Context: an optimization exercise on an open-source flow, tuned for small area and a short achievable clock period. The choices shown serve that exercise and are no tape-out recipe.
Only simulation tests tie the RTL to the original design; equivalence was not proved.
The clock port is modelled as an ideal driver; clocking choices that lean on that would not hold on a real chip.
Power and IR drop assume default switching activity.

**flow/flow/post_cts.tcl**
```tcl
# Sourced by ORFS's cts.tcl (POST_CTS_TCL) after CTS and its timing repair.
# Replaces the clock tree's upper levels by CLOCK_ROOTS buffers fed straight
# from the clock port; each drives the leaf buffers nearest to it (k-means on
# the leaf buffers' positions). Then legalizes and repairs timing again.

proc restructure_clock {K} {
  set block [ord::get_db_block]
  set clknet [[$block findBTerm clk] getNet]
  set leaves {}
  set upper {}
  foreach inst [$block getInsts] {
    set n [$inst getName]
    if {[string match clkbuf_leaf_* $n]} {
      lappend leaves $inst
    } elseif {[string match clkbuf_* $n]} {
      lappend upper $inst
    }
  }
  set n [llength $leaves]
  if {$n < $K || [llength $upper] == 0} {
    puts "restructure_clock: $n leaf buffers, [llength $upper] upper buffers; tree left as it is"
    return
  }
  set pts {}
  foreach l $leaves {
    set b [$l getBBox]
    lappend pts [list [expr {([$b xMin] + [$b xMax]) / 2.0}] [expr {([$b yMin] + [$b yMax]) / 2.0}]]
  }
  # k-means, seeded by the leaves sorted by angle around their centre
  set cx 0.0; set cy 0.0
  foreach p $pts { set cx [expr {$cx + [lindex $p 0]}]; set cy [expr {$cy + [lindex $p 1]}] }
  set cx [expr {$cx / $n}]; set cy [expr {$cy / $n}]
  set ang {}
  foreach p $pts { lappend ang [list [expr {atan2([lindex $p 1] - $cy, [lindex $p 0] - $cx)}] $p] }
  set ang [lsort -real -index 0 $ang]
  set cents {}
  for {set k 0} {$k < $K} {incr k} { lappend cents [lindex [lindex $ang [expr {int(($k + 0.5) * $n / $K)}]] 1] }
  set asg {}
  for {set it 0} {$it < 100} {incr it} {
    set asg {}
    foreach p $pts {
      set best 0; set bd 1e30
      for {set k 0} {$k < $K} {incr k} {
        set c [lindex $cents $k]
        set d [expr {pow([lindex $p 0] - [lindex $c 0], 2) + pow([lindex $p 1] - [lindex $c 1], 2)}]
        if {$d < $bd} { set bd $d; set best $k }
      }
      lappend asg $best
    }
    set new {}
    for {set k 0} {$k < $K} {incr k} {
      set sx 0.0; set sy 0.0; set c 0
      foreach p $pts a $asg {
        if {$a == $k} { set sx [expr {$sx + [lindex $p 0]}]; set sy [expr {$sy + [lindex $p 1]}]; incr c }
      }
      if {$c > 0} { lappend new [list [expr {$sx / $c}] [expr {$sy / $c}]] } else { lappend new [lindex $cents $k] }
    }
    set cents $new
  }
  # every load of an upper-level buffer must be a buffer of the tree or a
  # dummy load; otherwise leave the tree as it is
  foreach u $upper {
    foreach it [[[$u findITerm X] getNet] getITerms] {
      set m [[$it getInst] getName]
      if {[$it getInst] ne $u && ![string match clkbuf_* $m] && ![string match clkload* $m]} {
        puts "restructure_clock: $m hangs on an upper level; tree left as it is"
        return
      }
    }
  }
  foreach u $upper {
    set onet [[$u findITerm X] getNet]
    foreach it [$onet getITerms] {
      set i [$it getInst]
      if {$i eq $u} continue
      if {[string match clkload* [$i getName]]} { odb::dbInst_destroy $i } else { $it disconnect }
    }
    odb::dbInst_destroy $u
    odb::dbNet_destroy $onet
  }
  set master [[ord::get_db] findMaster sky130_fd_sc_hd__clkbuf_16]
  for {set k 0} {$k < $K} {incr k} {
    set cnt 0
    foreach a $asg { if {$a == $k} { incr cnt } }
    if {$cnt == 0} continue
    set b [odb::dbInst_create $block $master clkroot_$k]
    set net [odb::dbNet_create $block clknet_root_$k]
    $net setSigType CLOCK
    [$b findITerm A] connect $clknet
    [$b findITerm X] connect $net
    set c [lindex $cents $k]
    $b setLocation [expr {int([lindex $c 0])}] [expr {int([lindex $c 1])}]
    $b setPlacementStatus PLACED
    foreach l $leaves a $asg { if {$a == $k} { [$l findITerm A] connect $net } }
    puts "restructure_clock: clkroot_$k drives $cnt leaf buffers"
  }
}

restructure_clock $::env(CLOCK_ROOTS)
detailed_placement
estimate_parasitics -placement
report_clock_latency -clock [all_clocks]
repair_timing_helper
detailed_placement
check_placement -verbose
estimate_parasitics -placement
report_clock_latency -clock [all_clocks]
puts "post_cts: setup WNS [worst_slack -max], hold WNS [worst_slack -min]"
```
**flow/design.v**
```verilog
module sync_fifo
(
input               clk,
input               rst_n,
input               wen,
input   [15:0]      data_in,
output              full,
input               ren,
output  [15:0]      data_out,
output              empty
);
reg  [3:0]  wr_hi, wr_lo;
reg  [15:0] rd_oh;
reg         full_r;
reg         nempty_r;
reg  [15:0] mem [0:15];
reg  [15:0] data_out_r;
assign full     = full_r;
assign empty    = ~nempty_r;
assign data_out = data_out_r;
wire push = wen & ~full_r;
wire pop  = ren & nempty_r;
wire [15:0] wr_oh;
genvar i;
generate
    for (i = 0; i < 16; i = i + 1) begin : sel
        assign wr_oh[i] = wr_hi[i/4] & wr_lo[i%4];
    end
endgenerate
wire [3:0]  wr_lo1 = {wr_lo[2:0], wr_lo[3]};
wire [3:0]  wr_hi1 = {wr_hi[2:0], wr_hi[3]};
wire [15:0] wr_oh1 = {wr_oh[14:0], wr_oh[15]};
wire [15:0] rd_oh1 = {rd_oh[14:0], rd_oh[15]};
wire [3:0]  rd_lo  = rd_oh[3:0] | rd_oh[7:4] | rd_oh[11:8] | rd_oh[15:12];
wire        last_word  = |(rd_oh1 & wr_oh);
wire        last_space = |(wr_oh1 & rd_oh);
always @(posedge clk or negedge rst_n)
begin
    if (!rst_n) begin
        wr_hi    <= 4'd1;
        wr_lo    <= 4'd1;
        rd_oh    <= 16'd1;
        full_r   <= 1'b0;
        nempty_r <= 1'b0;
    end else begin
        if (push & wr_lo[3])
            wr_hi <= wr_hi1;
        if (push)
            wr_lo <= (last_space & ~pop) ? 4'd0 : wr_lo1;
        else if (pop & full_r)
            wr_lo <= rd_lo;
        if (pop)  rd_oh <= rd_oh1;
        if (push)
            nempty_r <= 1'b1;
        else if (pop)
            nempty_r <= ~last_word;
        if (pop)
            full_r <= 1'b0;
        else if (push)
            full_r <= last_space;
    end
end
reg [15:0] rd_word;
integer k;
always @*
begin
    rd_word = 16'd0;
    for (k = 0; k < 16; k = k + 1)
        rd_word = rd_word | (mem[k] & {16{rd_oh[k]}});
end
generate
    for (i = 0; i < 16; i = i + 1) begin : row
        always @(posedge clk)
            if (wr_oh[i])
                mem[i] <= data_in;
    end
endgenerate
always @(posedge clk)
    if (pop)
        data_out_r <= rd_word;
endmodule
```
**flow/flow/run.sh**
```bash
#!/bin/bash
# The standard layout (the standard.sh: standard synthesis, floorplan,
# placement, CTS, routing, finish) with one change, made by a hook at the end
# of the CTS step (post_cts.tcl): the clock tree's upper levels are replaced by
# a few buffers fed straight from the clock port, each driving the nearest leaf
# buffers. Every register still gets its clock through two buffers, with the
# same arrival time for all of them; only the tree's depth shrinks.
set -euo pipefail
here=$(pwd)
export POST_CTS_TCL="$here/flow/post_cts.tcl"
export CLOCK_ROOTS=4
bash standard.sh > "$here/standard.log" 2>&1
```
**flow/standard.sh**
```bash
#!/bin/bash
# synth_recipe.tcl (not shown) runs the flow's synth.tcl, then flattens the netlist and writes it again
# the make line also repeats each setting of config.mk as NAME=value (left out here)
make -C /OpenROAD-flow-scripts/flow DESIGN_CONFIG=/design/flow/config.mk WORK_HOME=/design/flow/orfs CLKGATE_MAP_FILE= SYNTH_SCRIPT=/design/flow/synth_recipe.tcl "${@:-finish}"
```
**flow/constraint.sdc**
```tcl
create_clock -name core_clock -period 3.5 [get_ports {clk}]
set_input_delay 0.7000 -clock core_clock [delete_from_list [all_inputs] [get_ports {clk}]]
set_output_delay 0.7000 -clock core_clock [all_outputs]
set_load 0.01 [all_outputs]
```
**flow/config.mk**
```make
export PLATFORM = sky130hd
export DESIGN_NAME = sync_fifo
export DESIGN_NICKNAME = sync_fifo
export VERILOG_FILES = /design/flow/design.v
export SDC_FILE = /design/flow/constraint.sdc
export NUM_CORES = 4
export LEC_CHECK = 0
export CAP_MARGIN = 20
export CORE_MARGIN = 2
export CORE_UTILIZATION = 55
export CTS_CLUSTER_DIAMETER = 100
export CTS_CLUSTER_SIZE = 30
export SETUP_SLACK_MARGIN = 1.8
export SLEW_MARGIN = 20
```
==> summary.txt, run 1 <==
RSZ-0062 raised after global routing true; synth unique cells 31; initial antenna violation count 0; cell count after placement 901; internal power 0.00467 W; Sequential Power Share 0.682; row count 51; Arrival @ worst endpoint 0.95 ns; routability cong. 0.848; Worst Hold Class in2async; delay-heaviest family, CP flip-flops; most frequent cells in the layout edfxtp_1 (272), a22o_1 (76), a221oi_1 (60); number of synthesized flops with an enable pin 272; max-slew violations 0; CP max FO 2; mapped cell area 11,000 µm²; worst setup path category reg2out; drc violations 0; Post-Syn Nets 641; Worst EP required 2.80 ns; flop-to-flop setup slack 1.85 ns; Clock power frac 0.302; sequential share of the synthesized area 0.801; register area 8870 µm²; PortBufs 37; max cap viols 0; core area 19,500 µm²; vias in the first global route 6,136; share of layout cells above drive strength 1 0.190; Crit-path slowest cell dfrtp_2; Detail Route Antenna Nets 0; synthesized flop and latch total 298; Syn-to-layout area delta 12.3%; non-filler cells, final 954; status complete, no violations; Initial Utilization 0.564; launching element type of the critical path flop; reg2reg end data_out_r[0]; Post-DP HPWL 14.8 mm; Synth async-reset ratio 0.0872; Hold Vio Cnt, Final 0; CTS tree done; worst-path cell chain clkdlybuf4s15_1; maximum VDD drop 0.380 mV; Setup violations, final 0; Diodes inserted 0; I/O Pins 38; fin crit share 0.473; reg2reg start rd_oh[14]; Worst-Margin Slew 0.614 ns; nets 703; Detailed Route Iter0 Violations 746; GRT Overall Usage 0.274; CTS Sinks 298; clk_skew 0.0293 ns; power share of the combinational group 0.017; commonest non-fill, non-tap cell in the layout edfxtp_1; Die W 146 µm; Buf/Inv on CP 1; largest net degree at the start of global routing 32; Switch Pwr 0.00103 W; Leak 4.19 nW; Clock Latency Late Sink 0.32 ns; fill count 1,404; yosys warns 2; min Tclk post-route 1.65 ns; Die ar. 21,200 µm²; peak per-stage delay on the critical path 0.41 ns; multi-input combinational cell area 2050 µm²; overall power 0.00570 W; switching part of the total power 0.181; grt total ovfl 0; WL final 29.1 mm; first-pass GRT wire length 41.5 mm; Slew Limit Headroom 0.591; Vias 6,343; Top FF cell, synth edfxtp_1; height of the die 146 µm; FF-to-FF path depth 4; max frequency 0.605 GHz; Routed WL per cell 30.5 µm; Syn Area/Cell 17.7 µm²; Pwr Density 461 nW/µm²; synthesized instance count 621; total iterations of the first detailed-routing run 5; setup TNS 0 ns; crit path capture type output port; via-per-instance ratio 6.65; clk slew on worst S/H paths 0.11 ns
through the flow:
step | cell area, µm² | hold WS [ns] | util | worst slack, ns
final | 12400 | 0.367 | 0.634 | 1.85
after detailed placement | 11700 | 0.548 | 0.600 | 0.980
after global routing | 12400 | 0.409 | 0.634 | 1.80
after floorplan | 11000 | 0.404 | - | 1.85
after global placement | 11700 | 0.545 | 0.600 | 1.02
worst max path at each step:
stage | slack (ns) | startpoint | to | cells past startpoint
2_1_floorplan | 1.85 | ren | data_out_r[0] | 4
3_3_place_gp | 1.02 | ren | wr_lo[3] | 7
3_5_place_dp | 0.98 | ren | wr_lo[1] | 7
5_1_grt | 1.80 | wr_hi[3] | wr_lo[2] | 5
6_report | 1.85 | full_r | full | 1
cells in the mapped netlist, types with 4 or more instances:
| master | count | share of area |
|---|---|---|
| nor2_1 | 6 | 0.0020 |
| a21oi_1 | 16 | 0.0073 |
| a221oi_1 | 64 | 0.051 |
| mux2_2 | 4 | 0.0041 |
| nand2_1 | 49 | 0.017 |
| mux2i_1 | 4 | 0.0036 |
| a22oi_1 | 5 | 0.0034 |
| a22o_1 | 76 | 0.060 |
| dfrtp_1 | 23 | 0.052 |
| nor4_1 | 4 | 0.0023 |
| edfxtp_1 | 272 | 0.74 |
| nand4_1 | 17 | 0.0097 |
| clkbuf_1 | 38 | 0.013 |
| buf_2 | 4 | 0.0018 |
| and2_1 | 13 | 0.0074 |
power groups by stage:
stage	Sequential (W)	Combinational, W	Clock [W]
global placement	0.00397	0.0000961	0
detailed placement	0.00397	0.000101	0
floorplan	0.00397	0.0000156	0
global route	0.00389	0.000105	0.00185
finish	0.00389	0.0000952	0.00172
sequential cells by signal, summed over array words and instances (netlist names):
name        flops
mem           256
data_out_r     16
rd_oh          16
wr_hi           4
wr_lo           4
full_r          1
nempty_r        1
cell type report, clock buffers not listed:
type                            count  area share
Tap cell                          265      0.0268
Buffer                              4     0.00809
Clock inverter                      1    0.000303
Inverter                            2    0.000607
Multi-Input combinational cell    275       0.165
Sequential cell                   298       0.717
Timing Repair Buffer               92      0.0592
cell families after synthesis:
kind of cell           Yosys count  share of synthesized area
buffers and inverters           48                     0.0175
AOI/OAI and AO/OA              167                      0.128
DFF                            298                      0.801
muxes                            8                    0.00773
and+or+nand+nor                100                     0.0454
per-layer routing:
metal | global-route usage | share of wire | up-vias
li1 | - | - | 2674
met1 | 0.393 | 0.42 | 3313
met2 | 0.445 | 0.49 | 309
met3 | 0.0414 | 0.069 | 47
met4 | 0.0770 | 0.024 | 0
met5 | 0 | 0 | -
==> run 2, diff against run 1 <==
--- a/flow/flow/run.sh
+++ b/flow/flow/run.sh
@@ -5,8 +5,9 @@
 # a few buffers fed straight from the clock port, each driving the nearest leaf
 # buffers. Every register still gets its clock through two buffers, with the
 # same arrival time for all of them; only the tree's depth shrinks.
+# Sizing may also swap a cell for one of another footprint (MATCH_CELL_FOOTPRINT=0).
 set -euo pipefail
 here=$(pwd)
 export POST_CTS_TCL="$here/flow/post_cts.tcl"
 export CLOCK_ROOTS=4
-bash standard.sh > "$here/standard.log" 2>&1
+bash standard.sh MATCH_CELL_FOOTPRINT=0 finish > "$here/standard.log" 2>&1
==> run 2 against run 1 <==
  * Still clean
  * Cell area increased by 0.11%
  * Utilization increased by 0.070 points
  * Final cell count increased by 0.10%
  * Sequential power about the same
  * Sequential cell count unchanged
  * Via count increased by 1.2%
  * Critical path type is now reg2reg
  * Highest routed layer unchanged
==> summary.txt, run 2 <==
delay-heaviest family, CP flip-flops; core area 19,500 µm²; initial antenna violation count 0; Crit-path slowest cell dfstp_2; most instantiated cells after synthesis edfxtp_1 (272), a22o_1 (76), a221oi_1 (64); Syn Area/Cell 17.7 µm²; fin crit share 0.477; sequential share of the synthesized area 0.801; RSZ-0062 raised after global routing false; max cap viols 0; max reg flops 256; XOR/XNOR Fraction of Synth Area 0; multi-input combinational cell area 2050 µm²; Top FF cell, synth edfxtp_1; Slew Limit Headroom 0.567; setup TNS 0 ns; post-synth top area cell edfxtp_1; Top Registers mem (256), data_out_r (16), rd_oh (16); Vias 6,419; commonest non-fill, non-tap cell in the layout edfxtp_1; synthesized flop and latch total 298; flop-to-flop setup slack 1.83 ns; Yosys top cell area share 0.742; Die W 146 µm; Die ar. 21,200 µm²; register with the most flip-flops mem; reg2reg start wr_hi[0]; FF-to-FF path depth 2; Detailed Route Iter0 Violations 802; GRT Overall Usage 0.273; Routed WL per cell 30.7 µm; count leader, synth edfxtp_1; Synth Area in Adders 0; mux contribution to synthesized area 0.00773; grt total ovfl 0; CP max FO 12; Arrival @ worst endpoint 1.67 ns; Synth Area in Compound Gates 0.128; worst setup path category reg2reg; worst-path cell chain and2_2 -> buf_4; reg2reg end mem[3][3]; vias in the first global route 6,092; Post-Syn Nets 641; min Tclk post-route 1.67 ns; number of synthesized flops with an enable pin 272; CP startpoint wr_hi[0]; most frequent cells in the layout edfxtp_1 (272), a22o_1 (76), a221oi_1 (59); status complete, no violations; launching element type of the critical path flop; Post-DP HPWL 15.5 mm; I/O Pins 38; CTS tree done; largest net degree at the start of global routing 32; clk slew on worst S/H paths 0.12 ns; PortBufs 37; max-slew violations 0; yosys warns 2; Pwr Density 463 nW/µm²; final core occ 0.634; synthesized instance count 621; fill count 1,422; peak per-stage delay on the critical path 0.69 ns; register area 8870 µm²; via-per-instance ratio 6.72; Clock Latency Late Sink 0.33 ns; drc violations 0; routability cong. 0.802; Leak 4.23 nW; Setup violations, final 0; total iterations of the first detailed-routing run 6; Synth async-reset ratio 0.0872; Worst-Margin Slew 0.650 ns; largest family of logic cells by synthesized area compound AO/OA/AOI/OAI gates; clk_skew 0.0355 ns; nets 704; Diodes inserted 0; Initial Utilization 0.564; share of layout cells above drive strength 1 0.196; WL final 29.4 mm; Buf/Inv on CP 1; Crit. path cell count 2; CTS Sinks 298; Setup crit end mem[3][3]; Synth Area in Simple Gates 0.0454; Worst Hold Class reg2reg; max frequency 0.598 GHz; height of the die 146 µm; Worst EP required 3.50 ns; synth top area cells edfxtp_1 (74%), a22o_1 (6.0%), dfrtp_1 (5.2%), a221oi_1 (5.1%), nand2_1 (1.7%); synth unique cells 31; first-pass GRT wire length 41.6 mm; row count 51; Syn-to-layout area delta 12.5%; Hold Vio Cnt, Final 0; Detail Route Antenna Nets 0; mapped cell area 11,000 µm²; crit path capture type flop; maximum VDD drop 0.445 mV
[run 2: worst min path at each step]
stage / start / endpoint / slack, ns / cells after the start
global route: mem[14][11] / data_out_r[11] / 0.58 / 2
floorplan: rst_n / full_r / 0.40 / 0
global placement: mem[13][7] / data_out_r[7] / 0.54 / 2
finish: mem[12][2] / data_out_r[2] / 0.57 / 2
detailed placement: mem[13][7] / data_out_r[7] / 0.54 / 2
[run 2: worst min-delay path: cells and delay by family (launching register included)]
| kind | cells | cell delay (ns) |
|---|---|---|
| flip-flops | 1 | 0.34 |
| AO/OA/AOI/OAI | 1 | 0.07 |
| AND/OR/NAND/NOR | 1 | 0.06 |
[run 2: metrics by stage]
stage | hold WS [ns] | total power, W | cell area (µm²) | setup slack (ns) | cells
after global routing | 0.583 | 0.00588 | 12400 | 1.80 | 955
final | 0.571 | 0.00573 | 12400 | 1.83 | 955
after detailed placement | 0.543 | 0.00407 | 11700 | 1.12 | 903
after global placement | 0.542 | 0.00406 | 11700 | 1.16 | 903
after floorplan | 0.404 | 0.00399 | 11000 | 1.81 | 621
[run 2: metal layers]
layer / vias to the layer above / share of wire / global-route usage
li1: 2676 / - / -
met1: 3358 / 0.40 / 0.388
met2: 339 / 0.50 / 0.453
met3: 46 / 0.081 / 0.0386
met4: 0 / 0.024 / 0.0696
met5: - / 0 / 0
[run 2: layout make-up, clock buffers not listed]
cell class,count,area share
buffer,4,0.00808
inverter,2,0.000606
multi-input combinational,275,0.165
sequential,298,0.716
tap,265,0.0268
timing repair buffer,93,0.0597
[run 2: where the power goes]
group | internal (W) | switching [W]
combinational | 0.0000295 | 0.0000681
clock | 0.000781 | 0.000966
sequential | 0.00388 | 0.00000302
total | 0.00469 | 0.00104
[run 2: logic make-up (layout without fill, tap and decap cells)]
group	after synthesis	in the layout
and+or+nand+nor	100	100
DFF	298	298
AOI/OAI and AO/OA	167	167
muxes	8	8
buffers and inverters	48	117
==> run 3, diff against run 2 <==
--- a/flow/config.mk
+++ b/flow/config.mk
@@ -10,5 +10,5 @@
 export CORE_UTILIZATION = 55
 export CTS_CLUSTER_DIAMETER = 100
 export CTS_CLUSTER_SIZE = 30
-export SETUP_SLACK_MARGIN = 1.8
+export SETUP_SLACK_MARGIN = 1.9
 export SLEW_MARGIN = 20
==> run 3 against run 2 <==
  * Synthesized cell count did not move
  * First-iteration DRC count fell by 0.87%
  * Power fell by 0.57%
==> summary.txt, run 3 <==
status complete, no violations; largest net degree at the start of global routing 32; commonest non-fill, non-tap cell in the layout edfxtp_1; yosys warns 2; Initial Utilization 0.564; max-slew violations 0; register with the most flip-flops mem; WL final 30.5 mm; min Tclk post-route 1.64 ns; Vias 6,616; Pwr Density 436 nW/µm²; worst setup path category reg2reg; power share of the combinational group 0.017; Syn-to-layout area delta 18.6%; Post-DP HPWL 15.2 mm; Top Registers mem (256), data_out_r (16), rd_oh (16); Detail Route Antenna Nets 0; height of the die 146 µm; CTS Sinks 298; Routed WL per cell 31.5 µm; Finished Cell Area 13,100 µm²; Synth async-reset ratio 0.0872; initial antenna violation count 0; GRT Overall Usage 0.289; share of layout cells above drive strength 1 0.299; Sequential Power Share 0.682; via-per-instance ratio 6.82; synthesized flop and latch total 298; PortBufs 37; internal power 0.00467 W; row count 51; Top FF cell, synth edfxtp_1; synth top area cells edfxtp_1 (74%), a22o_1 (6.0%), dfrtp_1 (5.2%), a221oi_1 (5.1%), nand2_1 (1.7%); max frequency 0.608 GHz; setup TNS 0 ns; Post-Syn Nets 641; max cap viols 0; grt total ovfl 0; Die W 146 µm; CTS tree done; drc violations 0; Worst-Margin Slew 0.654 ns; clk_skew 0.0323 ns; cell count after placement 898; Worst EP required 3.51 ns; fill count 1,324; mapped cell area 11,000 µm²; routability cong. 0.820; Yosys top cell area share 0.742; crit path capture type flop; number of synthesized flops with an enable pin 272; register area 8870 µm²; Clock power frac 0.301; total iterations of the first detailed-routing run 5; nets 724; I/O Pins 38; Setup WS pre-CTS 0.807 ns; reg2reg start rd_oh[3]; CP max FO 4; Hold Crit Start rd_oh[8]; Die ar. 21,200 µm²; Clock Latency Late Sink 0.32 ns; most frequent cells in the layout edfxtp_1 (272), a22o_1 (76), nand2_1 (49); Switch Pwr 0.00103 W; first-pass GRT wire length 43.4 mm; Syn Area/Cell 17.7 µm²; count leader, synth edfxtp_1; overall power 0.00570 W; Hold Vio Cnt, Final 0; vias in the first global route 6,333; non-filler cells, final 970; most instantiated cells after synthesis edfxtp_1 (272), a22o_1 (76), a221oi_1 (64); multi-input combinational cell area 2350 µm²; final worst setup slack 1.86 ns; clk slew on worst S/H paths 0.12 ns; sequential share of the synthesized area 0.801; maximum VDD drop 0.377 mV; Setup violations, final 0; post-synth top area cell edfxtp_1; Detailed Route Iter0 Violations 795; RSZ-0062 raised after global routing true; switching part of the total power 0.180; Worst Hold Class reg2reg; core area 19,500 µm²; Diodes inserted 0; Slew Limit Headroom 0.564; synthesized instance count 621; Post-Place Cell Area 11,700 µm²; Leak 4.47 nW; fin crit share 0.470; Arrival @ worst endpoint 1.66 ns; CP startpoint rd_oh[3]; launching element type of the critical path flop; max reg flops 256; synth unique cells 31
run 3: routing by layer:
metal	vias up	track usage	wire [µm]
li1	2721	-	-
met1	3436	0.412	12000
met2	401	0.464	14500
met3	58	0.0639	3120
met4	0	0.0647	946
met5	-	0	0
run 3: power groups by stage:
stage / registers (W) / clock network (W) / logic, W
floorplan: 0.00397 / 0 / 0.0000161
global placement: 0.00397 / 0 / 0.0000969
detailed placement: 0.00397 / 0 / 0.000102
global route: 0.00389 / 0.00185 / 0.000110
finish: 0.00389 / 0.00171 / 0.0000995
run 3: worst paths after layout:
| check | to | slack, ns | depth (start not counted) |
|---|---|---|---|
| setup / recovery | data_out_r[0] | 1.86 | 4 |
| min in group asynchronous | wr_hi[2] | 0.74 | 2 |
| hold / removal | rd_oh[9] | 0.54 | 2 |
| setup reg to reg | data_out_r[0] | 1.86 | 4 |
| hold reg to reg | rd_oh[9] | 0.54 | 2 |
| max in group asynchronous | rd_oh[0] | 2.46 | 2 |
run 3: layout make-up, clock buffers not listed:
class | count | share of cell area
Buffer | 4 | 0.00766
Inverter | 2 | 0.000862
Multi-Input combinational cell | 275 | 0.180
Sequential cell | 298 | 0.679
Tap cell | 265 | 0.0254
Timing Repair Buffer | 113 | 0.0869
run 3: stage by stage:
stage,util,hold slack (ns)
after global routing,0.669,0.548
after floorplan,-,0.404
after global placement,0.599,0.542
after detailed placement,0.601,0.543
final,0.669,0.536
run 3: worst max-delay path, stage by stage, from the launching register on:
cell      delay [ns]
dfrtp_4         0.53
buf_12          0.16
a22o_1          0.21
a221oi_2        0.20
nand4_1         0.24
run 3: cells by family (layout without fill, tap and decap cells):
kind of cell,Yosys count,after routing,share of synthesized area
compound gates,167,167,0.128
buf+inv,48,132,0.0175
flops,298,298,0.801
mux,8,8,0.00773
simple gates,100,100,0.0454
==> run 4, diff against run 3 <==
==> flow/flow/run.sh (replaced) <==
#!/bin/bash
# The standard layout (the standard.sh: standard synthesis, floorplan,
# placement, CTS, routing, finish) with one change, made by a hook at the end
# of the CTS step (post_cts.tcl):
# - the clock tree's upper levels are replaced by CLOCK_ROOTS buffers fed
#   straight from the clock port, each driving the nearest leaf buffers, so
#   the registers get their clock through two buffers, all at the same time;
set -euo pipefail
here=$(pwd)
export POST_CTS_TCL="$here/flow/post_cts.tcl"
export CLOCK_ROOTS=3
bash standard.sh > "$here/standard.log" 2>&1
--- a/flow/flow/post_cts.tcl
+++ b/flow/flow/post_cts.tcl
@@ -96,7 +96,59 @@
   }
 }
 
+
+# Useful skew for the paths between registers: the registers whose names
+# match EARLY_REGS (the FIFO pointers, which start the longest register-to-
+# register paths and feed no output) get their clock from one buffer fed
+# straight from the clock port, so it reaches them one buffer level earlier.
+proc early_clock {patterns} {
+  set block [ord::get_db_block]
+  set clknet [[$block findBTerm clk] getNet]
+  set sinks {}
+  foreach inst [$block getInsts] {
+    set n [$inst getName]
+    foreach p $patterns {
+      if {[string match $p $n]} {
+        set ck [$inst findITerm CLK]
+        if {$ck ne "NULL" && $ck ne ""} { lappend sinks $ck }
+        break
+      }
+    }
+  }
+  if {[llength $sinks] == 0} { puts "early_clock: no registers match"; return }
+  set sx 0.0; set sy 0.0
+  foreach ck $sinks {
+    set b [[$ck getInst] getBBox]
+    set sx [expr {$sx + ([$b xMin] + [$b xMax]) / 2.0}]
+    set sy [expr {$sy + ([$b yMin] + [$b yMax]) / 2.0}]
+  }
+  set n [llength $sinks]
+  set master [[ord::get_db] findMaster sky130_fd_sc_hd__clkbuf_16]
+  set b [odb::dbInst_create $block $master clkearly]
+  set net [odb::dbNet_create $block clknet_early]
+  $net setSigType CLOCK
+  [$b findITerm A] connect $clknet
+  [$b findITerm X] connect $net
+  $b setLocation [expr {int($sx / $n)}] [expr {int($sy / $n)}]
+  $b setPlacementStatus PLACED
+  foreach ck $sinks { $ck disconnect; $ck connect $net }
+  puts "early_clock: clkearly drives $n registers"
+  # leaf buffers left without loads
+  foreach inst [$block getInsts] {
+    if {[string match clkbuf_leaf_* [$inst getName]]} {
+      set onet [[$inst findITerm X] getNet]
+      if {[llength [$onet getITerms]] <= 1} {
+        [$inst findITerm A] disconnect
+        odb::dbInst_destroy $inst
+        odb::dbNet_destroy $onet
+        puts "early_clock: removed an empty leaf buffer"
+      }
+    }
+  }
+}
+
 restructure_clock $::env(CLOCK_ROOTS)
+if {[info exists ::env(EARLY_REGS)]} { early_clock $::env(EARLY_REGS) }
 detailed_placement
 estimate_parasitics -placement
 report_clock_latency -clock [all_clocks]
--- a/flow/config.mk
+++ b/flow/config.mk
@@ -10,5 +10,5 @@
 export CORE_UTILIZATION = 55
 export CTS_CLUSTER_DIAMETER = 100
 export CTS_CLUSTER_SIZE = 30
-export SETUP_SLACK_MARGIN = 1.9
+export SETUP_SLACK_MARGIN = 1.8
 export SLEW_MARGIN = 20
==> run 4 against run 3 <==
  * Still clean on timing, DRC and antenna
  * Via count decreased by 2.8%
  * Combinational power shrank 4.5%
  * Cell area is 5.2% lower
  * Critical endpoint is now wr_lo[0]
  * Largest cell class unchanged
  * Highest routed layer unchanged
==> summary.txt, run 4 <==
Synth async-reset ratio 0.0872; Syn-to-layout area delta 12.5%; Top Registers mem (256), data_out_r (16), rd_oh (16); FF-to-FF path depth 6; synthesized instance count 621; routability cong. 0.848; met3 Use GR 0.0382; Syn Area/Cell 17.7 µm²; number of synthesized flops with an enable pin 272; grt total ovfl 0; synth unique cells 31; initial antenna violation count 0; post-synth top area cell edfxtp_1; CTS tree done; Clock power frac 0.297; Diodes inserted 0; commonest non-fill, non-tap cell in the layout edfxtp_1; maximum VDD drop 0.377 mV; height of the die 146 µm; yosys warns 2; Buf/Inv on CP 2; status complete, no violations; cell count after placement 901; share of layout cells above drive strength 1 0.195; switching part of the total power 0.184; first-pass GRT wire length 41.6 mm; most frequent cells in the layout edfxtp_1 (272), a22o_1 (76), a221oi_1 (60); clk slew on worst S/H paths 0.11 ns; Switch Pwr 0.00104 W; Setup violations, final 0; max cap viols 0; mapped cell area 11,000 µm²; Worst-Margin Slew 0.615 ns; power share of the combinational group 0.017; vias in the first global route 6,144; max reg flops 256; clk_skew 0.0256 ns; sequential share of the synthesized area 0.801; WL final 29.5 mm; flop-to-flop setup slack 1.81 ns; Die W 146 µm; grt peak-use layer met2; Routed WL per cell 30.8 µm; CP max FO 14; I/O Pins 38; RSZ-0062 raised after global routing true; Slew Limit Headroom 0.590; Post-DP HPWL 14.8 mm; reg2reg end wr_lo[0]; fin crit share 0.483; via-per-instance ratio 6.71; Clock Latency Late Sink 0.34 ns; register with the most flip-flops mem; reg2reg start rd_oh[2]; PortBufs 37; Vias 6,431; Top FF cell, synth edfxtp_1; Post-Syn Nets 641; peak per-stage delay on the critical path 0.45 ns; Hold Vio Cnt, Final 0; GRT Overall Usage 0.273; max frequency 0.592 GHz; Detailed Route Iter0 Violations 737; setup TNS 0 ns; delay-heaviest family, CP compound AO/OA/AOI/OAI gates; non-filler cells, final 958; internal power 0.00462 W; total iterations of the first detailed-routing run 5; Sequential Power Share 0.686; largest net degree at the start of global routing 32; min Tclk post-route 1.69 ns; drc violations 0; Die ar. 21,200 µm²; most instantiated cells after synthesis edfxtp_1 (272), a22o_1 (76), a221oi_1 (64); global-route met2 utilization 0.445; row count 51; crit path capture type flop; Initial Utilization 0.564; Leak 4.21 nW; Worst Hold Class in2async; launching element type of the critical path flop; Arrival @ worst endpoint 1.95 ns; CTS Sinks 298; max-slew violations 0; CP most frequent cell buf_4; Yosys top cell area share 0.742; worst-path cell chain buf_4 -> a22o_1 -> a22oi_1 -> nand4_2 -> buf_4 -> a21oi_1; Pwr Density 457 nW/µm²; Detail Route Antenna Nets 0; core area 19,500 µm²; synthesized flop and latch total 298; GR Util met1 0.392; synth top area cells edfxtp_1 (74%), a22o_1 (6.0%), dfrtp_1 (5.2%), a221oi_1 (5.1%), nand2_1 (1.7%); nets 707; Worst EP required 3.76 ns; Crit-path slowest cell dfrtp_2; count leader, synth edfxtp_1; worst setup path category reg2reg
run 4: cell counts after synthesis:
Identical to the previous run, type by type.
run 4: worst max path at each step:
stage                         from             to  slack [ns]  depth (start not counted)
after global routing      rd_oh[3]       wr_lo[2]        1.76                          5
final                     rd_oh[2]       wr_lo[0]        1.81                          6
after detailed placement       ren       wr_lo[1]        0.98                          7
after floorplan                ren  data_out_r[0]        1.85                          4
after global placement         ren       wr_lo[3]        1.02                          7
run 4: per-stage QoR:
step / hold slack, ns / util / instance area (µm²) / power, W / worst slack (ns)
2_1_floorplan: 0.404 / - / 11000 / 0.00399 / 1.85
3_3_place_gp: 0.545 / 0.600 / 11700 / 0.00406 / 1.02
3_5_place_dp: 0.548 / 0.600 / 11700 / 0.00407 / 0.980
5_1_grt: 0.404 / 0.634 / 12400 / 0.00581 / 1.76
6_report: 0.369 / 0.634 / 12400 / 0.00566 / 1.81
run 4: cells by family (layout without fill, tap and decap cells):
kind of cell | after synthesis | count (layout) | synth area share
AOI/OAI and AO/OA | 167 | 167 | 0.128
buffers and inverters | 48 | 120 | 0.0175
DFF | 298 | 298 | 0.801
muxes | 8 | 8 | 0.00773
and+or+nand+nor | 100 | 100 | 0.0454
run 4: worst reg2reg max path, stage by stage, from the launching register on:
cell and delay [ns]:
dfrtp_2 0.45, buf_4 0.24, a22o_1 0.25, a22oi_1 0.20
nand4_2 0.16, buf_4 0.19, a21oi_1 0.13
run 4: area by class of cell, clock buffers not listed:
class,count,area [µm²]
clock inverter,1,3.75
inverter,2,7.51
sequential,298,8870
buffer,3,75.1
fill,1407,7140
tap,265,332
timing repair buffer,97,777
multi-input combinational,275,2040
run 4: layer usage:
layer  vias up  part of all wire
li1       2681                 -
met1      3363              0.41
met2       332              0.49
met3        55             0.076
met4         0             0.026
met5         -                 0
run 4: power groups by stage:
stage	combinational (W)	sequential (W)	clock (W)
finish	0.0000950	0.00389	0.00168
detailed placement	0.000101	0.00397	0
global placement	0.0000961	0.00397	0
global route	0.000105	0.00389	0.00181
floorplan	0.0000156	0.00397	0
==> run 5, diff against run 4 <==
--- a/flow/flow/run.sh
+++ b/flow/flow/run.sh
@@ -9,4 +9,5 @@
 here=$(pwd)
 export POST_CTS_TCL="$here/flow/post_cts.tcl"
 export CLOCK_ROOTS=3
+export EARLY_REGS="rd_oh* wr_hi* wr_lo*"
 bash standard.sh > "$here/standard.log" 2>&1
--- a/flow/config.mk
+++ b/flow/config.mk
@@ -10,5 +10,5 @@
 export CORE_UTILIZATION = 55
 export CTS_CLUSTER_DIAMETER = 100
 export CTS_CLUSTER_SIZE = 30
-export SETUP_SLACK_MARGIN = 1.8
+export SETUP_SLACK_MARGIN = 2.0
 export SLEW_MARGIN = 20
==> run 5 against run 4 <==
  * First-iteration DRC count down 13%
  * Wire length increased by 7.8%
  * Sequential power about the same
  * Final cell count grew 2.3%
  * Clock skew is 0.15 ns higher
==> summary.txt, run 5 <==
I/O Pins 38; Pwr Density 432 nW/µm²; Die W 146 µm; non-filler cells, final 980; cell count after placement 898; Slew Limit Headroom 0.601; status complete, no violations; CP max FO 1; Top FF cell, synth edfxtp_1; Initial Utilization 0.564; Diodes inserted 0; Leak 4.58 nW; share of layout cells above drive strength 1 0.316; Die ar. 21,200 µm²; max cap viols 0; Setup violations, final 0; synthesized instance count 621; Finished Cell Area 13,200 µm²; delay-heaviest family, CP flip-flops; Worst EP required 2.80 ns; clk_skew 0.173 ns; count leader, synth edfxtp_1; overall power 0.00573 W; number of synthesized flops with an enable pin 272; commonest non-fill, non-tap cell in the layout edfxtp_1; largest net degree at the start of global routing 32; Top Registers mem (256), data_out_r (16), rd_oh (16); sequential share of the synthesized area 0.801; total iterations of the first detailed-routing run 5; Buf/Inv on CP 1; Detail Route Antenna Nets 0; nets 734; Post-Place Cell Area 11,700 µm²; first-pass GRT wire length 45.5 mm; Syn Area/Cell 17.7 µm²; Synth async-reset ratio 0.0872; max frequency 0.619 GHz; peak per-stage delay on the critical path 0.42 ns; final worst setup slack 1.88 ns; core area 19,500 µm²; drc violations 0; maximum VDD drop 0.413 mV; Syn-to-layout area delta 20.3%; most frequent cells in the layout edfxtp_1 (272), a22o_1 (76), buf_4 (49); via-per-instance ratio 6.79; WL final 31.8 mm; CTS tree done; Clock Latency Late Sink 0.34 ns; PortBufs 37; row count 51; Setup WS pre-CTS 1.13 ns; Detailed Route Iter0 Violations 643; synthesized flop and latch total 298; most instantiated cells after synthesis edfxtp_1 (272), a22o_1 (76), a221oi_1 (64); vias in the first global route 6,510; yosys warns 2; height of the die 146 µm; worst setup path category reg2out; register with the most flip-flops mem; Post-DP HPWL 14.9 mm; Hold Vio Cnt, Final 0; routability cong. 0.799; launching element type of the critical path flop; Worst-Margin Slew 0.598 ns; Post-Syn Nets 641; max-slew violations 0; CTS Sinks 298; max reg flops 256; GRT Overall Usage 0.303; initial antenna violation count 0; RSZ-0062 raised after global routing true; mapped cell area 11,000 µm²; post-synth top area cell edfxtp_1; Vias 6,657; synth unique cells 31; grt total ovfl 0; min Tclk post-route 1.62 ns; Worst Hold Class in2async; worst-path cell chain buf_2; crit path capture type output port; Crit-path slowest cell edfxtp_1; fin crit share 0.462; setup TNS 0 ns; Arrival @ worst endpoint 0.92 ns; clk slew on worst S/H paths 0.10 ns; Yosys top cell area share 0.742; Routed WL per cell 32.4 µm; synth top area cells edfxtp_1 (74%), a22o_1 (6.0%), dfrtp_1 (5.2%), a221oi_1 (5.1%), nand2_1 (1.7%)
[run 5: routing by layer]
layer  track usage  part of all wire  up-vias
li1              -                 -     2736
met1         0.430              0.39     3437
met2         0.478              0.47      401
met3        0.0677              0.11       83
met4        0.0931             0.035        0
met5             0                 0        -
[run 5: path summary, 6_finish.rpt]
path | start | end | slack (ns) | cells past startpoint
min reg2reg | mem[12][1] | data_out_r[1] | 0.56 | 2
min in group core_clock | mem[12][1] | data_out_r[1] | 0.56 | 2
max reg2reg | rd_oh[7] | wr_lo[3] | 1.96 | 5
max | data_out_r[11] | data_out[11] | 1.88 | 1
min | rst_n | nempty_r | 0.37 | 1
max in group asynchronous | rst_n | rd_oh[0] | 2.42 | 2
[run 5: kinds of logic after synthesis]
| kind of cell | after synthesis | share of synthesized area |
|---|---|---|
| compound gates | 167 | 0.128 |
| simple gates | 100 | 0.0454 |
| flops | 298 | 0.801 |
| mux | 8 | 0.00773 |
| buf+inv | 48 | 0.0175 |
[run 5: power breakdown]
group          internal (W)  total [W]  switching, W  leakage (nW)
registers           0.00388    0.00389    0.00000242          2.78
logic             0.0000324   0.000103     0.0000701          1.62
clock network      0.000760    0.00174      0.000980         0.182
total               0.00468    0.00573       0.00105          4.58
[run 5: final cells by class, clock buffers not listed]
| cell class | instances | area [µm²] |
|---|---|---|
| Sequential cell | 298 | 8870 |
| Fill cell | 1302 | 6280 |
| Multi-Input combinational cell | 275 | 2410 |
| Timing Repair Buffer | 123 | 1250 |
| Tap cell | 265 | 332 |
| Buffer | 4 | 100 |
| Inverter | 2 | 7.51 |
[run 5: per-stage QoR]
stage | util | hold WS [ns]
after floorplan | - | 0.404
after global placement | 0.600 | 0.530
after detailed placement | 0.600 | 0.532
after global routing | 0.678 | 0.410
final | 0.678 | 0.371
==> run 6, diff against run 5 <==
--- a/flow/config.mk
+++ b/flow/config.mk
@@ -10,5 +10,5 @@
 export CORE_UTILIZATION = 55
 export CTS_CLUSTER_DIAMETER = 100
 export CTS_CLUSTER_SIZE = 30
-export SETUP_SLACK_MARGIN = 2.0
+export SETUP_SLACK_MARGIN = 1.9
 export SLEW_MARGIN = 20
==> run 6 against run 5 <==
  * Fmax fell by 1.3%
  * Clock skew rose by 0.0013 ns
  * Synthesized cell count did not move
  * Critical endpoint is now wr_lo[0]
==> summary.txt, run 6 <==
drc violations 0; initial antenna violation count 0; Worst-Margin Slew 0.640 ns; final worst setup slack 1.86 ns; number of synthesized flops with an enable pin 272; GRT Overall Usage 0.292; share of layout cells above drive strength 1 0.273; vias in the first global route 6,324; register with the most flip-flops mem; Yosys top cell area share 0.742; Synth async-reset ratio 0.0872; max frequency 0.611 GHz; Syn-to-layout area delta 17.2%; Setup violations, final 0; switching part of the total power 0.183; nets 725; Syn Area/Cell 17.7 µm²; status complete, no violations; Arrival @ worst endpoint 1.74 ns; largest net degree at the start of global routing 32; Die ar. 21,200 µm²; Top Registers mem (256), data_out_r (16), rd_oh (16); grt total ovfl 0; RSZ-0062 raised after global routing true; crit path capture type flop; PortBufs 37; Setup WS pre-CTS 0.807 ns; total iterations of the first detailed-routing run 5; power share of the combinational group 0.020; Diodes inserted 0; Worst Hold Class reg2reg; reg2reg start rd_oh[0]; flop-to-flop setup slack 1.86 ns; Clock Latency Late Sink 0.33 ns; Vias 6,578; max cap viols 0; Clock power frac 0.302; post-synth top area cell edfxtp_1; most frequent cells in the layout edfxtp_1 (272), a22o_1 (76), buf_4 (49); synthesized instance count 621; Hold Crit Start rd_oh[8]; routability cong. 0.820; CTS Sinks 298; Hold Vio Cnt, Final 0; hold endpoint rd_oh[9]; count leader, synth edfxtp_1; sequential share of the synthesized area 0.801; Detail Route Antenna Nets 0; Hold Path Depth 2; fin crit share 0.468; clk_skew 0.175 ns; Switch Pwr 0.00105 W; core area 19,500 µm²; CP startpoint rd_oh[0]; synth top area cells edfxtp_1 (74%), a22o_1 (6.0%), dfrtp_1 (5.2%), a221oi_1 (5.1%), nand2_1 (1.7%); CP max FO 10; maximum VDD drop 0.378 mV; yosys warns 2; synth unique cells 31; Post-Syn Nets 641; mapped cell area 11,000 µm²; reg2reg end wr_lo[0]; row count 51; worst setup path category reg2reg; synthesized flop and latch total 298; commonest non-fill, non-tap cell in the layout edfxtp_1; Initial Utilization 0.564; most instantiated cells after synthesis edfxtp_1 (272), a22o_1 (76), a221oi_1 (64); CTS tree done; Die W 146 µm; first-pass GRT wire length 43.7 mm; WL final 30.7 mm; FF-to-FF path depth 5; Worst EP required 3.60 ns; via-per-instance ratio 6.77; Sequential Power Share 0.678; clk slew on worst S/H paths 0.10 ns; Post-DP HPWL 15.2 mm; Detailed Route Iter0 Violations 768; Top FF cell, synth edfxtp_1; height of the die 146 µm; launching element type of the critical path flop; max-slew violations 0; min Tclk post-route 1.64 ns; internal power 0.00468 W; Pwr Density 444 nW/µm²; setup TNS 0 ns; I/O Pins 38; Leak 4.41 nW; Slew Limit Headroom 0.573; max reg flops 256; Routed WL per cell 31.6 µm
-- run 6: cell counts after synthesis --
Identical to the previous run, type by type.
-- run 6: how the worst max path moves through the flow --
stage | slack (ns) | cells after the start | end
floorplan | 1.90 | 2 | mem[3][0]
global placement | 0.91 | 4 | data_out_r[0]
detailed placement | 0.81 | 4 | data_out_r[1]
global route | 1.81 | 5 | wr_lo[0]
finish | 1.86 | 5 | wr_lo[0]
-- run 6: cell families (layout without fill, tap and decap cells) --
family / after synthesis / count (layout) / share of synthesized area
buf+inv: 48 / 133 / 0.0175
flops: 298 / 298 / 0.801
simple gates: 100 / 100 / 0.0454
mux: 8 / 8 / 0.00773
compound gates: 167 / 167 / 0.128
-- run 6: metrics by stage --
stage / hold WS (ns) / utilization / power [W] / std cells / area, µm²
floorplan: 0.404 / - / 0.00399 / 621 / 11000
global placement: 0.542 / 0.599 / 0.00406 / 896 / 11700
detailed placement: 0.543 / 0.601 / 0.00407 / 898 / 11700
global route: 0.548 / 0.661 / 0.00589 / 971 / 12900
finish: 0.526 / 0.661 / 0.00573 / 971 / 12900
-- run 6: worst max-delay path, cell delays in order (launching register included) --
cell and delay [ns]:
dfstp_4 0.52, buf_6 0.19, nor4_1 0.54, a21oi_4 0.10
a21oi_2 0.18, a21oi_2 0.05
-- run 6: power by group through the flow --
stage	Clock [W]	Combinational, W	Sequential [W]
after floorplan	0	0.0000161	0.00397
after global placement	0	0.0000969	0.00397
after detailed placement	0	0.000102	0.00397
after global routing	0.00187	0.000127	0.00389
final	0.00173	0.000116	0.00389
-- run 6: final cells by class, clock buffers not listed --
type,instances,area [µm²]
Multi-Input combinational cell,275,2240
Inverter,2,11.3
Timing Repair Buffer,114,1090
Sequential cell,298,8860
Fill cell,1341,6620
Buffer,4,100
Tap cell,265,332
-- run 6: metal layers --
metal / up-vias / track usage / part of all wire
met1: 3419 / 0.413 / 0.39
li1: 2722 / - / -
met5: - / 0 / 0
met4: 0 / 0.0657 / 0.024
met3: 49 / 0.0708 / 0.11
met2: 388 / 0.468 / 0.48
==> run 7, diff against run 6 <==
--- a/flow/config.mk
+++ b/flow/config.mk
@@ -10,5 +10,5 @@
 export CORE_UTILIZATION = 55
 export CTS_CLUSTER_DIAMETER = 100
 export CTS_CLUSTER_SIZE = 30
-export SETUP_SLACK_MARGIN = 1.9
+export SETUP_SLACK_MARGIN = 1.8
 export SLEW_MARGIN = 20
==> run 7 against run 6 <==
  * Critical path depth shrank 4
  * Clock skew down 0.00067 ns
  * Area after synthesis did not move
  * Sequential share of layout area increased by 3.6 points
  * Synthesized cell count unchanged
  * First-iteration DRC count shrank 9.6%
  * Utilization is 3.3 points lower
  * Still clean on timing, DRC and antenna
  * Clock power about the same
  * Worst hold slack lost 0.022 ns
  * Highest routed layer unchanged
  * Die area unchanged
  * Fmax shrank 0.69%
==> summary.txt, run 7 <==
fill count 1,423; vias in the first global route 6,178; synthesized instance count 621; mapped cell area 11,000 µm²; fin crit share 0.471; RSZ-0062 raised after global routing false; Post-DP HPWL 14.8 mm; worst-path cell chain clkdlybuf4s15_1; via-per-instance ratio 6.69; count leader, synth edfxtp_1; FF-to-FF path depth 5; WL final 28.6 mm; grt total ovfl 0; Synth async-reset ratio 0.0872; number of synthesized flops with an enable pin 272; CTS tree done; reg2reg end wr_lo[3]; cell count after placement 901; Syn Area/Cell 17.7 µm²; Diodes inserted 0; nets 693; worst setup path category reg2out; clk_skew 0.174 ns; Detail Route Antenna Nets 0; peak per-stage delay on the critical path 0.41 ns; initial antenna violation count 0; Finished Cell Area 12,300 µm²; Vias 6,317; max reg flops 256; most instantiated cells after synthesis edfxtp_1 (272), a22o_1 (76), a221oi_1 (64); total iterations of the first detailed-routing run 6; PortBufs 37; Crit. path cell count 1; Top FF cell, synth edfxtp_1; GR Util met1 0.396; setup TNS 0 ns; crit path capture type output port; final core occ 0.628; Worst-Margin Slew 0.678 ns; non-filler cells, final 944; Setup crit end full; drc violations 0; max frequency 0.606 GHz; CTS Sinks 298; Clock Latency Late Sink 0.33 ns; delay-heaviest family, CP flip-flops; Initial Utilization 0.564; grt peak-use layer met2; CP startpoint full_r; register with the most flip-flops mem; Post-Syn Nets 641; Crit-path slowest cell dfrtp_2; met3 Use GR 0.0392; overall power 0.00571 W; clk slew on worst S/H paths 0.10 ns; core area 19,500 µm²; status complete, no violations; Arrival @ worst endpoint 0.95 ns; Slew Limit Headroom 0.548; Syn-to-layout area delta 11.4%; reg2reg start rd_oh[3]; max-slew violations 0; height of the die 146 µm; maximum VDD drop 0.376 mV; Pwr Density 466 nW/µm²; largest net degree at the start of global routing 32; Die ar. 21,200 µm²; Setup violations, final 0; Hold Vio Cnt, Final 0; synthesized flop and latch total 298; Detailed Route Iter0 Violations 694; Buf/Inv on CP 1; synth unique cells 31; commonest non-fill, non-tap cell in the layout edfxtp_1; max cap viols 0; I/O Pins 38; first-pass GRT wire length 41.9 mm; routability cong. 0.848; most frequent cells in the layout edfxtp_1 (272), a22o_1 (76), a221oi_1 (64); row count 51; flop-to-flop setup slack 1.89 ns; share of layout cells above drive strength 1 0.172; Worst Hold Class in2async; sequential share of the synthesized area 0.801; min Tclk post-route 1.65 ns; yosys warns 2; Routed WL per cell 30.3 µm; launching element type of the critical path flop; Leak 4.14 nW; Post-Place Cell Area 11,700 µm²; Die W 146 µm; GRT Overall Usage 0.276; global-route met2 utilization 0.445; Worst EP required 2.80 ns; synth top area cells edfxtp_1 (74%), a22o_1 (6.0%), dfrtp_1 (5.2%), a221oi_1 (5.1%), nand2_1 (1.7%); Top Registers mem (256), data_out_r (16), rd_oh (16); post-synth top area cell edfxtp_1; Yosys top cell area share 0.742; CP max FO 2
-- run 7: cell counts after synthesis --
No cell type changed its count.
-- run 7: worst min-delay path by stage --
stage                 from              to  slack (ns)
2_1_floorplan        rst_n          full_r        0.40
3_3_place_gp   mem[10][12]  data_out_r[12]        0.55
3_5_place_dp     mem[1][3]   data_out_r[3]        0.55
5_1_grt              rst_n          full_r        0.57
6_report             rst_n          full_r        0.50
-- run 7: power by group --
group / internal (W) / switching, W / leakage (nW) / total [W]
clock network: 0.000759 / 0.000967 / 0.182 / 0.00173
logic: 0.0000337 / 0.0000681 / 1.17 / 0.000102
registers: 0.00388 / 0.00000228 / 2.79 / 0.00389
-- run 7: logic make-up (layout without fill, tap and decap cells) --
kind of cell           count (synthesis)  after routing  synth area share
flip-flops                           298            298             0.801
AO/OA/AOI/OAI                        167            167             0.128
AND/OR/NAND/NOR                      100            100            0.0454
buffers and inverters                 48            106            0.0175
multiplexers                           8              8           0.00773
-- run 7: final cells by class, clock buffers not listed --
class                      count  area, µm²  share of cell area
clock inverter                 1       3.75            0.000306
tap                          265        332              0.0270
buffer                         4        100             0.00816
multi-input combinational    275       2020               0.165
sequential                   298       8860               0.722
inverter                       2       7.51            0.000612
timing repair buffer          82        668              0.0544
-- run 7: layer usage --
layer  vias to the layer above  part of all wire
li1                       2650                 -
met1                      3271              0.40
met2                       331              0.49
met3                        65             0.079
met4                         0             0.032
met5                         -                 0
-- run 7: through the flow --
stage               setup WS (ns)  hold WS, ns
floorplan                    1.85        0.404
global placement             1.02        0.545
detailed placement          0.980        0.548
global route                 1.80        0.565
finish                       1.85        0.503
==> run 8, diff against run 7 <==
--- a/flow/config.mk
+++ b/flow/config.mk
@@ -10,5 +10,5 @@
 export CORE_UTILIZATION = 55
 export CTS_CLUSTER_DIAMETER = 100
 export CTS_CLUSTER_SIZE = 30
-export SETUP_SLACK_MARGIN = 1.8
+export SETUP_SLACK_MARGIN = 1.85
 export SLEW_MARGIN = 20
==> run 8 against run 7 <==
  * Sequential cell count unchanged
  * Die area unchanged
  * Global-route usage about the same
  * Critical path depth unchanged
  * Clock power about the same
  * Largest cell class unchanged
  * Clock skew decreased by 0.0022 ns
  * Cell area increased by 1.8%
  * Combinational power about the same
  * Power increased by 0.15%
  * First-iteration DRC count increased by 3.2%
==> summary.txt, run 8 <==
fin crit share 0.457; CP startpoint data_out_r[2]; Hold Vio Cnt, Final 0; fill count 1,400; CTS Sinks 298; most frequent cells in the layout edfxtp_1 (272), a22o_1 (76), a221oi_1 (63); height of the die 146 µm; number of synthesized flops with an enable pin 272; Vias 6,422; Routed WL per cell 30.6 µm; initial antenna violation count 0; Worst Hold Class in2async; share of layout cells above drive strength 1 0.212; largest net degree at the start of global routing 32; synthesized instance count 621; Clock Latency Late Sink 0.33 ns; launching element type of the critical path flop; Syn-to-layout area delta 13.4%; GRT Overall Usage 0.276; max-slew violations 0; Worst-Margin Slew 0.671 ns; Leak 4.24 nW; worst-path cell chain buf_2; Post-DP HPWL 14.8 mm; most instantiated cells after synthesis edfxtp_1 (272), a22o_1 (76), a221oi_1 (64); max cap viols 0; row count 51; core area 19,500 µm²; Die W 146 µm; nets 712; synth unique cells 31; PortBufs 37; post-synth top area cell edfxtp_1; Crit-path slowest cell edfxtp_1; Syn Area/Cell 17.7 µm²; Diodes inserted 0; Slew Limit Headroom 0.553; sequential share of the synthesized area 0.801; global-route met2 utilization 0.451; GR Util met1 0.395; Top FF cell, synth edfxtp_1; vias in the first global route 6,225; mapped cell area 11,000 µm²; maximum VDD drop 0.378 mV; synthesized flop and latch total 298; register with the most flip-flops mem; drc violations 0; max frequency 0.625 GHz; Detailed Route Iter0 Violations 716; commonest non-fill, non-tap cell in the layout edfxtp_1; min Tclk post-route 1.60 ns; worst setup path category reg2out; Initial Utilization 0.564; grt peak-use layer met2; via-per-instance ratio 6.67; count leader, synth edfxtp_1; synth top area cells edfxtp_1 (74%), a22o_1 (6.0%), dfrtp_1 (5.2%), a221oi_1 (5.1%), nand2_1 (1.7%); grt total ovfl 0; yosys warns 2; CP max FO 1; CTS tree done; Worst EP required 2.80 ns; total iterations of the first detailed-routing run 5; routability cong. 0.848; met3 Use GR 0.0382; setup TNS 0 ns; Pwr Density 458 nW/µm²; crit path capture type output port; Setup violations, final 0; overall power 0.00572 W; WL final 29.4 mm; Synth async-reset ratio 0.0872; reg2reg start rd_oh[10]; RSZ-0062 raised after global routing false; Die ar. 21,200 µm²; clk slew on worst S/H paths 0.11 ns; Buf/Inv on CP 1; delay-heaviest family, CP flip-flops; Yosys top cell area share 0.742; Detail Route Antenna Nets 0; status complete, no violations; I/O Pins 38; clk_skew 0.172 ns; Top Registers mem (256), data_out_r (16), rd_oh (16); max reg flops 256; peak per-stage delay on the critical path 0.41 ns; Post-Syn Nets 641; Arrival @ worst endpoint 0.90 ns; first-pass GRT wire length 41.9 mm
## run 8: cell counts after synthesis
Identical to the previous run, type by type.
## run 8: layout make-up, clock buffers not listed
cell class              count  area, µm²  area share
plain buffers               4        100     0.00802
clock inverters             1       3.75    0.000301
inverters                   2       7.51    0.000601
multi-input cells         275       2060       0.165
flip-flops and latches    298       8880       0.711
well taps                 265        332      0.0266
repair buffers            101        835      0.0668
## run 8: metrics by stage
stage                     instances  hold slack (ns)  utilization  setup slack (ns)  instance area [µm²]
after detailed placement        901            0.548        0.600             0.980                11700
after global placement          901            0.545        0.600              1.02                11700
final                           963            0.503        0.640              1.90                12500
after global routing            963            0.565        0.640              1.85                12500
after floorplan                 621            0.404            -              1.85                11000
## run 8: routing by layer
| layer | vias up | wire length (µm) | share of wire |
|---|---|---|---|
| met5 | - | 0 | 0 |
| met4 | 0 | 752 | 0.026 |
| met3 | 52 | 2270 | 0.077 |
| met2 | 329 | 14500 | 0.49 |
| met1 | 3347 | 12000 | 0.41 |
| li1 | 2694 | - | - |
## run 8: final timing paths
check	cells after the start	to	slack [ns]
worst min register to register	2	data_out_r[7]	0.54
max in group asynchronous	2	rd_oh[0]	2.27
worst max-delay path	1	data_out[2]	1.90
worst min-delay path	1	full_r	0.50
min in group core_clock	2	data_out_r[7]	0.54
worst max register to register	6	wr_lo[2]	1.91
## run 8: cells by family (layout without fill, tap and decap cells)
group,Yosys count,count (layout),synth area share
buffers and inverters,48,125,0.0175
DFF,298,298,0.801
AOI/OAI and AO/OA,167,167,0.128
muxes,8,8,0.00773
and+or+nand+nor,100,100,0.0454
## run 8: report_power, final
group	internal, W	switching (W)	total (W)
combinational	0.0000343	0.0000682	0.000103
sequential	0.00388	0.00000229	0.00389
clock	0.000760	0.000975	0.00173
==> run 9, diff against run 8 <==
--- a/flow/config.mk
+++ b/flow/config.mk
@@ -7,7 +7,7 @@
 export LEC_CHECK = 0
 export CAP_MARGIN = 20
 export CORE_MARGIN = 2
-export CORE_UTILIZATION = 55
+export CORE_UTILIZATION = 60
 export CTS_CLUSTER_DIAMETER = 100
 export CTS_CLUSTER_SIZE = 30
 export SETUP_SLACK_MARGIN = 1.85
==> run 9 against run 8 <==
  * Critical path depth unchanged
  * Sequential power about the same
  * Critical endpoint is now data_out[11]
  * Still clean on timing, DRC and antenna
  * Utilization increased by 5.6 points
  * Cell area is essentially flat
  * Power grew 0.34%
==> summary.txt, run 9 <==
largest net degree at the start of global routing 32; register with the most flip-flops mem; row count 49; Initial Utilization 0.613; Arrival @ worst endpoint 0.92 ns; Post-DP HPWL 14.5 mm; delay-heaviest family, CP flip-flops; nets 709; Detailed Route Iter0 Violations 881; max cap viols 0; core area 18,000 µm²; grt total ovfl 0; Routed WL per cell 31.9 µm; first-pass GRT wire length 42.4 mm; commonest non-fill, non-tap cell in the layout edfxtp_1; reg2reg end wr_lo[2]; synth unique cells 31; launching element type of the critical path flop; Post-Syn Nets 641; max reg flops 256; min Tclk post-route 1.62 ns; overall power 0.00574 W; Hold Path Depth 2; most instantiated cells after synthesis edfxtp_1 (272), a22o_1 (76), a221oi_1 (64); yosys warns 2; synth top area cells edfxtp_1 (74%), a22o_1 (6.0%), dfrtp_1 (5.2%), a221oi_1 (5.1%), nand2_1 (1.7%); Syn-to-layout area delta 13.4%; Top Registers mem (256), data_out_r (16), rd_oh (16); GRT Overall Usage 0.305; most frequent cells in the layout edfxtp_1 (272), a22o_1 (76), a221oi_1 (64); worst setup path category reg2out; Hold Crit Start mem[13][4]; Pwr Density 460 nW/µm²; status complete, no violations; synthesized flop and latch total 298; Syn Area/Cell 17.7 µm²; Vias 6,542; Worst EP required 2.80 ns; number of synthesized flops with an enable pin 272; PortBufs 37; share of layout cells above drive strength 1 0.206; Die W 139 µm; via-per-instance ratio 7.07; Crit-path slowest cell edfxtp_1; RSZ-0062 raised after global routing true; Synth async-reset ratio 0.0872; Switch Pwr 0.00106 W; Detail Route Antenna Nets 0; reg2reg start rd_oh[15]; sequential share of the synthesized area 0.801; fill count 1,145; maximum VDD drop 0.429 mV; Top FF cell, synth edfxtp_1; flop-to-flop setup slack 1.88 ns; setup TNS 0 ns; post-synth top area cell edfxtp_1; Leak 4.24 nW; max-slew violations 0; mapped cell area 11,000 µm²; Sequential Power Share 0.677; clk_skew 0.169 ns; Hold Vio Cnt, Final 0; switching part of the total power 0.184; Yosys top cell area share 0.742; Die ar. 19,500 µm²; Finished Cell Area 12,500 µm²; Post-Place Cell Area 11,700 µm²; Setup WS pre-CTS 0.950 ns; I/O Pins 38; peak per-stage delay on the critical path 0.43 ns; Worst-Margin Slew 0.709 ns; final worst setup slack 1.88 ns; synthesized instance count 621; FF-to-FF path depth 5; Clock Latency Late Sink 0.33 ns; Slew Limit Headroom 0.527; CTS tree done; height of the die 139 µm; Worst Hold Class reg2reg; fin crit share 0.464; worst-path cell chain buf_2; cell count after placement 862; total iterations of the first detailed-routing run 5; vias in the first global route 6,191; CP max FO 1; crit path capture type output port; CTS Sinks 298; count leader, synth edfxtp_1; initial antenna violation count 1; drc violations 0; non-filler cells, final 925; Buf/Inv on CP 1; clk slew on worst S/H paths 0.11 ns; max frequency 0.616 GHz; Setup violations, final 0; routability cong. 0.777; Crit. path cell count 1; WL final 29.5 mm; hold endpoint data_out_r[4]; power share of the combinational group 0.020; Clock power frac 0.303; internal power 0.00469 W
-- run 9: worst max path at each step --
stage / from / end
finish: data_out_r[11] / data_out[11]
global route: rd_oh[6] / wr_lo[0]
detailed placement: ren / data_out_r[0]
global placement: ren / data_out_r[3]
floorplan: ren / data_out_r[0]
-- run 9: kinds of logic after synthesis --
| family | Yosys count | share of synthesized area |
|---|---|---|
| buf+inv | 48 | 0.0175 |
| mux | 8 | 0.00773 |
| compound gates | 167 | 0.128 |
| flops | 298 | 0.801 |
| simple gates | 100 | 0.0454 |
-- run 9: cell type report, clock buffers not listed --
class / instances / area (µm²) / area share
tap: 229 / 287 / 0.0229
buffer: 4 / 100 / 0.00801
timing repair buffer: 98 / 901 / 0.0721
sequential: 298 / 8870 / 0.710
multi-input combinational: 275 / 2040 / 0.163
antenna: 1 / 2.50 / 0.000200
clock inverter: 1 / 3.75 / 0.000301
inverter: 2 / 11.3 / 0.000902
-- run 9: power by group through the flow --
stage / logic [W] / clock network (W) / registers [W]
3_3_place_gp: 0.0000961 / 0 / 0.00397
6_report: 0.000116 / 0.00174 / 0.00389
2_1_floorplan: 0.0000156 / 0 / 0.00397
5_1_grt: 0.000126 / 0.00188 / 0.00389
3_5_place_dp: 0.000102 / 0 / 0.00397
-- run 9: per-layer routing --
layer / up-vias / share of wire / track usage
met5: - / 0 / 0
li1: 2687 / - / -
met4: 0 / 0.030 / 0.0952
met1: 3352 / 0.40 / 0.449
met3: 86 / 0.10 / 0.0619
met2: 417 / 0.47 / 0.467
-- run 9: through the flow --
step                utilization  hold slack [ns]
floorplan                     -            0.404
global placement          0.649            0.529
detailed placement        0.649            0.540
global route              0.695            0.581
finish                    0.695            0.551

## static timing again, ports no longer ideal
How much do the figures lean on ideal ports? The routed layouts below were timed once more, with nothing changed but the port constraints. Step 1 (the two cells are an assumption about what drives the block):
set clk [get_ports {clk}]
set_driving_cell -lib_cell sky130_fd_sc_hd__clkbuf_16 $clk
set_driving_cell -lib_cell sky130_fd_sc_hd__buf_2 [delete_from_list [all_inputs] $clk]
Step 2, shift: input delay + t, output delay - t, t = (earliest + latest rising clock arrival at the registers) / 2. This alone moves slack from input paths to output paths. a / b / c = ideal / step 1 / step 2; a / b = the first two.
run | t, ns | setup slack, ns | worst hold slack (ns) | worst setup path at the end | cell pins on the clock port's net
run 1 | 0.405 | 1.846 / 1.749 / 1.613 | 0.367 / 0.296 / 0.559 | input to register | 4
run 2 | 0.398 | 1.829 / 1.802 / 1.658 | 0.571 / 0.571 / 0.571 | input to register | 4
run 3 | 0.403 | 1.855 / 1.800 / 1.677 | 0.536 / 0.536 / 0.536 | input to register | 4
run 4 | 0.399 | 1.811 / 1.765 / 1.595 | 0.369 / 0.319 / 0.568 | input to register | 3
run 5 | 0.346 | 1.884 / 1.789 / 1.757 | 0.371 / 0.297 / 0.558 | input to register | 4
run 6 | 0.343 | 1.862 / 1.783 / 1.674 | 0.526 / 0.526 / 0.526 | input to register | 4
run 7 | 0.336 | 1.851 / 1.760 / 1.703 | 0.503 / 0.440 / 0.543 | input to register | 4
run 8 | 0.337 | 1.899 / 1.809 / 1.636 | 0.503 / 0.439 / 0.540 | input to register | 4
run 9 | 0.350 | 1.876 / 1.775 / 1.635 | 0.551 / 0.481 / 0.551 | input to register | 4
After both steps setup and hold are still met in every run listed. For run 8, which loses most, drivers alone change the setup slack by -0.090 ns; drivers and shift together by -0.263 ns.
